This design comes from an exercise in tuning for small area and a short achievable clock period on the open sky130 flow, not from production work. RTL that was checked went through simulation tests only; none was proved equivalent to the original.

==> run a: inputs <==
## MAC
module MAC #(parameter ABIT = 16, BBIT = 16, EBIT = 8)
(
	i_clk,
	i_a, i_b, i_loadVal,
	i_load, i_add, i_useMul,
	o_result
);
export LEC_CHECK = 0
export CAP_MARGIN = 20
export CORE_MARGIN = 2
export CORE_UTILIZATION = 40
export SLEW_MARGIN = 20
create_clock -name core_clock -period 12.0 [get_ports {i_clk}]
run.sh (not shown) runs the stock make flow with config.mk's settings and CLKGATE_MAP_FILE= SYNTH_SCRIPT=/design/flow/synth_recipe.tcl, a recipe that flattens the netlist after the stock synthesis.
==> inputs of run b, as changes to run a <==
==> flow/flow/run.sh (new file) <==
#!/bin/bash
set -euo pipefail
export BUFFER_PORTS_ARGS="-buffer_cell sky130_fd_sc_hd__buf_2"
export SETUP_SLACK_MARGIN=7.0
bash standard.sh > standard.log 2>&1
==> flow/standard.sh (new file) <==
#!/bin/bash
# synth_recipe.tcl (not shown) runs the flow's synth.tcl, then flattens the netlist and writes it again
# the make line also repeats each setting of config.mk as NAME=value (left out here)
make -C /OpenROAD-flow-scripts/flow DESIGN_CONFIG=/design/flow/config.mk WORK_HOME=/design/flow/orfs CLKGATE_MAP_FILE= SYNTH_SCRIPT=/design/flow/synth_recipe.tcl "${@:-finish}"
--- a/flow/config.mk
+++ b/flow/config.mk
@@ -8,4 +8,4 @@
 export CAP_MARGIN = 20
 export CORE_MARGIN = 2
-export CORE_UTILIZATION = 40
+export CORE_UTILIZATION = 60
 export SLEW_MARGIN = 20
removed: flow/run.sh
==> results.yml <==
place:
  routabilityCongestion: 0.954
global_routing:
  grt_first_pass_wirelength_mm: 53.5
run_status:
  status: "finished clean"
drt:
  drt-total-wl_mm: 38.2
  post_drt_wl_per_cell_um: 23.9
setup_path:
  start_kind: "register"
  cp_slowest_stage_delay_ps: 390
  timing.critical_path.arrival_ps: 3160
min_path:
  min_from: "S[39]"
clock_tree:
  cts_repair_resize_count: 263
That was run b.
==> results.yml <==
clock_tree:
  cts_repair_resize_count: 0
place:
  routabilityCongestion: 0.894
global_routing:
  grt_first_pass_wirelength_mm: 47.5
setup_path:
  setup.worst_path.end: "C[18]"
  start_kind: "input pin"
  cp_slowest_stage_delay_ps: 850
  timing.critical_path.arrival_ps: 7140
run_status:
  status: "finished clean"
logic_synthesis:
  post_synth_main_area_contributors: "sky130_fd_sc_hd__fa_1, sky130_fd_sc_hd__dfxtp_1, sky130_fd_sc_hd__xnor2_1, sky130_fd_sc_hd__a22oi_1, sky130_fd_sc_hd__ha_1"
drt:
  post_drt_wl_per_cell_um: 18.8
min_path:
  min_from: "S[0]"
That was run a.
No run of this note included a check of the RTL's function; only the layout flow was run.

---

==> inputs of zinc <==
MAC, a different RTL version from the one above (not shown whole).
Settings: LEC_CHECK=0, CAP_MARGIN=20, CORE_MARGIN=2, CORE_UTILIZATION=60, SLEW_MARGIN=20; clock period 12.0 ns.
standard.sh (not shown) runs the stock make flow with config.mk's settings and CLKGATE_MAP_FILE= SYNTH_SCRIPT=/design/flow/synth_recipe.tcl, a recipe that flattens the netlist after the stock synthesis.
==> flow/flow/run.sh <==
#!/bin/bash
set -euo pipefail
export BUFFER_PORTS_ARGS="-buffer_cell sky130_fd_sc_hd__buf_2"
export SETUP_SLACK_MARGIN=6.5
bash standard.sh > standard.log 2>&1
==> umber: changes against zinc <==
==> flow/flow/run.sh (replaced) <==
#!/bin/bash
set -euo pipefail
export BUFFER_PORTS_ARGS="-buffer_cell sky130_fd_sc_hd__buf_2"
export SYNTH_ARGS="-noabc"
export SETUP_SLACK_MARGIN=6.5
bash standard.sh > standard.log 2>&1
- CTS_BUF_LIST: unset -> sky130_fd_sc_hd__clkbuf_4 sky130_fd_sc_hd__clkbuf_8
- GPL_ROUTABILITY_DRIVEN: unset -> 0
- PLACE_DENSITY: unset -> 0.7
==> pepper: changes against zinc <==
--- a/flow/design.v
+++ b/flow/design.v
@@ -9,11 +9,11 @@
 	input signed [15:0] i_a;
 	input signed [15:0] i_b;
 	input signed [39:0] i_loadVal;
 	output signed [39:0] o_result;
   reg [39:0] S;
-  reg [27:0] C;   
+  reg [26:0] C;   
   wire one1;
   wire two2;
   wire neg3;
   wire x4;
   wire x5;
@@ -1004,12 +1004,12 @@
   assign n357 = (n351 & n354) | (n351 & n353) | (n354 & n353);
   assign n358 = base309 ^ pp24 ^ pp60;
   assign n359 = (base309 & pp24) | (base309 & pp60) | (pp24 & pp60);
   assign n360 = pp96 ^ negc114 ^ n355;
   assign n361 = (pp96 & negc114) | (pp96 & n355) | (negc114 & n355);
-  assign n362 = n358 ^ n360;
-  assign n363 = n358 & n360;
+  assign n362 = n358 ^ n360 ^ n357;
+  assign n363 = (n358 & n360) | (n358 & n357) | (n360 & n357);
   assign n364 = base310 ^ pp25 ^ pp61;
   assign n365 = (base310 & pp25) | (base310 & pp61) | (pp25 & pp61);
   assign n366 = pp97 ^ n359 ^ n364;
   assign n367 = (pp97 & n359) | (pp97 & n364) | (n359 & n364);
   assign n368 = n361 ^ n366;
@@ -1276,11 +1276,11 @@
   assign n629 = n626 & n623;
   assign n630 = base335 ^ pp303 ^ n627;
   assign n631 = (base335 & pp303) | (base335 & n627) | (pp303 & n627);
   assign n632 = ~(base336 ^ n631);
   assign n633 = base336 | n631;
-  assign o_result = S + {1'b0, 1'b0, 1'b0, 1'b0, 1'b0, 1'b0, 1'b0, C[27], 1'b0, C[26], C[25], C[24], C[23], C[22], C[21], C[20], C[19], C[18], C[17], C[16], C[15], C[14], C[13], C[12], C[11], C[10], C[9], C[8], C[7], C[6], C[5], C[4], C[3], C[2], C[1], C[0], 1'b0, 1'b0, 1'b0, 1'b0};
+  assign o_result = S + {1'b0, 1'b0, 1'b0, 1'b0, 1'b0, 1'b0, 1'b0, C[26], 1'b0, C[25], C[24], C[23], C[22], C[21], C[20], C[19], C[18], C[17], C[16], C[15], C[14], C[13], C[12], C[11], C[10], C[9], C[8], C[7], C[6], C[5], C[4], C[3], C[2], C[1], C[0], 1'b0, 1'b0, 1'b0, 1'b0, 1'b0};
   always @(posedge i_clk) begin
-    S <= {btop345[7], btop345[6], btop345[5], btop345[4], btop345[3], btop345[2], btop345[1], btop345[0], n632, n629, n628, n621, n620, n609, n608, n593, n592, n573, n572, n549, n535, n521, n505, n489, n473, n457, n443, n429, n426, n405, n395, n392, n382, n369, n363, n362, n356, n352, n348, n346};
-    C <= {n633, n630, n625, n624, n615, n614, n601, n600, n583, n582, n561, n560, n548, n534, n520, n504, n488, n472, n456, n442, n428, n416, n404, n394, n384, n376, n368, n357};
+    S <= {btop345[7], btop345[6], btop345[5], btop345[4], btop345[3], btop345[2], btop345[1], btop345[0], n632, n629, n628, n621, n620, n609, n608, n593, n592, n573, n572, n549, n535, n521, n505, n489, n473, n457, n443, n429, n426, n405, n395, n392, n382, n369, n368, n362, n356, n352, n348, n346};
+    C <= {n633, n630, n625, n624, n615, n614, n601, n600, n583, n582, n561, n560, n548, n534, n520, n504, n488, n472, n456, n442, n428, n416, n404, n394, n384, n376, n363};
   end
 endmodule
==> flow/flow/run.sh (replaced) <==
#!/bin/bash
set -euo pipefail
export BUFFER_PORTS_ARGS="-buffer_cell sky130_fd_sc_hd__buf_2"
export SYNTH_ARGS="-noabc"
export SETUP_SLACK_MARGIN=6.5
bash standard.sh > standard.log 2>&1
- CTS_BUF_LIST: unset -> sky130_fd_sc_hd__clkbuf_4 sky130_fd_sc_hd__clkbuf_8
- PLACE_DENSITY: unset -> 0.7
==> run notes <==
Non-clock buffer count, highest first: pepper, umber, zinc.
In pepper the routed wire length is larger than in umber, by about 23%.
Between pepper and umber, the lower via count is in umber (gap about 20%, measured against umber).
Of zinc and umber, umber has the higher critical path depth (gap 2).
Area after synthesis: pepper > zinc > umber.
Against zinc, the final area of umber is smaller by about 5%.
Only the layout flow was run in pepper; the RTL was not checked for function there.

port drivers added, routing unchanged:
How much do the figures lean on ideal ports? The routed layouts below were timed once more, with nothing changed but the port constraints.
Step 1: set_driving_cell puts a clkbuf_16 on i_clk and a buf_2 on each other input, an assumption about the parent block.
Step 2 adds t to the input delays and takes it off the output delays; t is the mean of the earliest and latest rising clock arrival at the registers after step 1. Input paths then give back, and output paths get back, about the clock's delay inside the block.
Three values: ideal ports, drivers, drivers and shift; two values: the first two.
run | t (ns) | slack for setup (ns) | cell pins on the clock port's net
run a | 0.379 | 5.070 / 5.090 / 4.711 | 1
run b | 0.384 | 6.443 / 6.399 / 6.041 | 1
zinc | 0.366 | 6.579 / 6.549 / 6.183 | 1
umber | 0.407 | 6.540 / 6.561 / 6.154 | 1
pepper | 0.398 | 6.528 / 6.520 / 6.122 | 1
After both steps setup and hold are still met in every run listed. The setup slack of pepper, which loses most, moves by -0.008 ns with the drivers and by -0.406 ns with both steps.
